This is an optimization exercise on Yosys and OpenROAD, whose aim is small area and a short achievable clock period, not a production implementation. The RTL was checked by simulation tests, not by an equivalence proof against the original design. The flow treats the clock pin as an ideal source. Dropping or thinning the clock tree relies on that and would not hold on a real chip. Power and IR drop assume default switching activity.

==> flow/design.v <==
`timescale 1ns / 1ps
module fifo_queue16 (
    input  wire         clk,
    input  wire         rst,
    input  wire         wr_en,
    input  wire [31:0]  din,
    input  wire         pop,
    output reg  [15:0]  rsel,
    output wire [511:0] mem_q,    
    output reg          empty,      
    output reg          full,
    output reg          ne,         
    output wire         empty_n     
);
reg nf;                             
reg [31:0] mem [0:15];
reg [15:0] wsel;
reg [7:0]  jc;      
wire one     = jc[0] & ~jc[1];    
wire fifteen = jc[7] & ~jc[6];    
wire push    = wr_en & nf;
integer i;
always @(posedge clk) begin
    for (i = 0; i < 16; i = i + 1)
        if (wsel[i]) mem[i] <= din;
end
genvar g;
generate
    for (g = 0; g < 16; g = g + 1) begin : q
        assign mem_q[32*g +: 32] = mem[g];
    end
endgenerate
wire ns    = ~rst;
wire w_r   = ns & ~nf & pop;
wire w_s   = ns & nf & wr_en & ~(fifteen & ~pop);
wire w_h   = ns & nf & ~wr_en;
wire r_w   = ns & ~ne & wr_en;
wire r_s   = ns & ne & pop & ~(one & ~push);
wire r_h   = ns & ne & ~pop;
wire inc   = push & ~pop;
wire dec   = pop & ~push;
wire j_u   = ns & inc;
wire j_d   = ns & dec;
wire j_h   = ns & ~inc & ~dec;
assign empty_n = rst | (~ne & ~push) | (one & pop & ~push);
wire   full_n  = ns & ((~nf & ~pop) | (fifteen & push & ~pop));
wire [15:0] wsel_n, rsel_n;
wire [7:0]  jc_n;
wire [15:0] wsel_rot = {wsel[14:0], wsel[15]};
wire [15:0] rsel_rot = {rsel[14:0], rsel[15]};
wire [7:0]  jc_up    = {jc[6:0], ~jc[7]};
wire [7:0]  jc_dn    = {~jc[0], jc[7:1]};
genvar k;
generate
    for (k = 0; k < 16; k = k + 1) begin : ptr
        fifo_sel3 ws (.a(rsel[k]), .sa(w_r), .b(wsel_rot[k]), .sb(w_s), .c(wsel[k]), .sc(w_h), .y(wsel_n[k]));
        fifo_sel3 rs (.a(wsel[k]), .sa(r_w), .b(rsel_rot[k]), .sb(r_s), .c(rsel[k]), .sc(r_h), .y(rsel_n[k]));
    end
    for (k = 0; k < 8; k = k + 1) begin : cnt
        fifo_sel3 js (.a(jc_up[k]), .sa(j_u), .b(jc_dn[k]), .sb(j_d), .c(jc[k]), .sc(j_h), .y(jc_n[k]));
    end
endgenerate
always @(posedge clk) begin
    wsel  <= {wsel_n[15:1], wsel_n[0] | rst};
    rsel  <= rsel_n;
    jc    <= jc_n;
    empty <= empty_n;
    ne    <= ~empty_n;
    full  <= full_n;
    nf    <= ~full_n;
end
endmodule
module fifo_sel3 (
    input  wire a, sa,
    input  wire b, sb,
    input  wire c, sc,
    output wire y
);
wire na, nb, nc;
fifo_nand2 ga (.a(sa), .b(a), .y(na));
fifo_nand2 gb (.a(sb), .b(b), .y(nb));
fifo_nand2 gc (.a(sc), .b(c), .y(nc));
fifo_nand3 gy (.a(na), .b(nb), .c(nc), .y(y));
endmodule
module fifo_nand2 (input wire a, b, output wire y);
assign y = ~(a & b);
endmodule
module fifo_nand3 (input wire a, b, c, output wire y);
assign y = ~(a & b & c);
endmodule
module fifo_aor8 (
    input  wire [7:0] s,
    input  wire [7:0] d,
    output wire       y
);
assign y = |(s & d);
endmodule
module fifo_dout_next (
    input  wire [3:0] p,
    input  wire       hload,
    input  wire       lload,
    input  wire       hold,
    input  wire       q,
    output wire       y
);
assign y = (hload & (p[0] | p[1])) | (lload & (p[2] | p[3])) | (hold & q);
endmodule
module fifo_priority #(
    parameter DATA_WIDTH = 32,
    parameter DEPTH = 16,
    parameter ADDR_WIDTH = 4    
)(
    input wire clk,
    input wire rst,
    input wire hp_wr_en,
    input wire [DATA_WIDTH-1:0] hp_din,
    input wire lp_wr_en,
    input wire [DATA_WIDTH-1:0] lp_din,
    input wire rd_en,
    output reg [DATA_WIDTH-1:0] dout,
    output wire hp_empty,
    output wire lp_empty,
    output wire hp_full,
    output wire lp_full
);
wire [15:0]  hp_rsel, lp_rsel;
wire [511:0] hp_mem, lp_mem;
wire hp_pop = rd_en & hp_ne;
wire hp_empty_n, lp_empty_n;
wire hp_ne, lp_ne;
reg  lp_ok;
always @(posedge clk)
    lp_ok <= hp_empty_n & ~lp_empty_n;
wire lp_pop = rd_en & lp_ok;
fifo_queue16 hpq (
    .clk(clk), .rst(rst), .wr_en(hp_wr_en), .din(hp_din), .pop(hp_pop),
    .rsel(hp_rsel), .mem_q(hp_mem), .empty(hp_empty), .full(hp_full), .ne(hp_ne), .empty_n(hp_empty_n)
);
fifo_queue16 lpq (
    .clk(clk), .rst(rst), .wr_en(lp_wr_en), .din(lp_din), .pop(lp_pop),
    .rsel(lp_rsel), .mem_q(lp_mem), .empty(lp_empty), .full(lp_full), .ne(lp_ne), .empty_n(lp_empty_n)
);
wire fire  = rd_en & (hp_ne | lp_ok);
wire hload = rd_en & hp_ne & ~rst;
wire lload = rd_en & lp_ok & ~rst;
wire hold  = ~fire & ~rst;
wire [31:0] dout_d;
genvar b, e;
generate
    for (b = 0; b < 32; b = b + 1) begin : bit_
        wire [7:0] hd0, hd1, ld0, ld1;
        for (e = 0; e < 8; e = e + 1) begin : ent
            assign hd0[e] = hp_mem[32*e + b];
            assign hd1[e] = hp_mem[32*(e+8) + b];
            assign ld0[e] = lp_mem[32*e + b];
            assign ld1[e] = lp_mem[32*(e+8) + b];
        end
        wire [3:0] p;
        fifo_aor8 h0 (.s(hp_rsel[7:0]),  .d(hd0), .y(p[0]));
        fifo_aor8 h1 (.s(hp_rsel[15:8]), .d(hd1), .y(p[1]));
        fifo_aor8 l0 (.s(lp_rsel[7:0]),    .d(ld0), .y(p[2]));
        fifo_aor8 l1 (.s(lp_rsel[15:8]),  .d(ld1), .y(p[3]));
        fifo_dout_next n (.p(p), .hload(hload), .lload(lload), .hold(hold), .q(dout[b]), .y(dout_d[b]));
    end
endgenerate
always @(posedge clk)
    dout <= dout_d;
endmodule
Settings: LEC_CHECK=0, CAP_MARGIN=20, CORE_MARGIN=2, CORE_UTILIZATION=74, SETUP_SLACK_MARGIN=0.95, SLEW_MARGIN=20, SYNTH_HIERARCHICAL=1, SYNTH_MINIMUM_KEEP_SIZE=0, TNS_END_PERCENT=20; clock period 2.5 ns.
standard.sh (not shown) runs the stock make flow with config.mk's settings and CLKGATE_MAP_FILE= SYNTH_SCRIPT=/design/flow/synth_recipe.tcl, a recipe that flattens the netlist after the stock synthesis.
==> flow/flow/run.sh <==
#!/bin/bash
# Standard ORFS layout (the standard.sh), except that:
#  - the clock tree is built by flow/cts_tree.tcl (a PRE_CTS_TCL hook)
#    instead of ORFS's CTS;
#  - the port buffers are buf_1 cells (ORFS's default pick is a delay cell).
set -euo pipefail
work=$(pwd)
bash standard.sh PRE_CTS_TCL="$work/flow/cts_tree.tcl" \
    "BUFFER_PORTS_ARGS=-inputs -outputs -buffer_cell sky130_fd_sc_hd__buf_1" \
    finish > "$work/standard_flow.log" 2>&1
Other scripts of this flow, unchanged in this note and not shown: flow/flow/cts_tree.tcl
==> next run, changes <==
--- a/flow/flow/run.sh
+++ b/flow/flow/run.sh
@@ -5 +5 @@
-#  - the port buffers are buf_1 cells (ORFS's default pick is a delay cell).
+#  - the port buffers are buf_2 cells (ORFS's default pick is a delay cell).
@@ -9 +9 @@
-    "BUFFER_PORTS_ARGS=-inputs -outputs -buffer_cell sky130_fd_sc_hd__buf_1" \
+    "BUFFER_PORTS_ARGS=-inputs -outputs -buffer_cell sky130_fd_sc_hd__buf_2" \
CORE_UTILIZATION = 78   (was 74)
TNS_END_PERCENT = default   (was 20)
Result: Power rose by 0.53%; cell area rose by 1.8%; worst setup slack gets worse by 30 ps; critical path depth fell by 1.
==> next run, changes <==
==> flow/flow/run.sh (replaced) <==
#!/bin/bash
# Standard ORFS layout (the standard.sh), except that the clock tree is
# built by flow/cts_tree.tcl (a PRE_CTS_TCL hook) instead of ORFS's CTS.
set -euo pipefail
work=$(pwd)
bash standard.sh PRE_CTS_TCL="$work/flow/cts_tree.tcl" finish > "$work/standard_flow.log" 2>&1
CORE_UTILIZATION = 70   (was 78)
Result:
- final area went up by 1.4%
- maximum frequency increases by 4.0%
- worst hold slack degrades by 21 ps
- global-route usage falls by 5.2 points
No run of this note takes its clock network from TritonCTS; it comes from the design's own scripts or RTL.

==> afterwards: timing with drivers on the ports <==
The flow's constraints put no driver on any port. The routed layouts listed below were extracted and timed again, unchanged, in two steps. Step 1: set_driving_cell puts a clkbuf_16 on clk and a buf_2 on each other input, an assumption about the parent block. Step 2 adds t to the input delays and takes it off the output delays; t is the mean of the earliest and latest rising clock arrival at the registers after step 1. Input paths then give back, and output paths get back, about the clock's delay inside the block. Slacks: ideal ports / drivers / drivers and shift; pairs: ideal ports / drivers.
| run | shift t [ns] | setup slack, ns | slew at the worst register clock pin (ns) | pins driven straight from the clock port |
|---|---|---|---|---|
| the first run | 0.538 | 0.877 / 0.785 / 0.543 | 0.11 / 0.11 | 4 |
| the second run | 0.543 | 0.847 / 0.833 / 0.455 | 0.12 / 0.12 | 4 |
| the third run | 0.537 | 0.910 / 0.824 / 0.552 | 0.11 / 0.11 | 4 |
After both steps setup and hold are still met in every run listed. The setup slack of the second run, which loses most, moves by -0.014 ns with the drivers and by -0.392 ns with both steps.
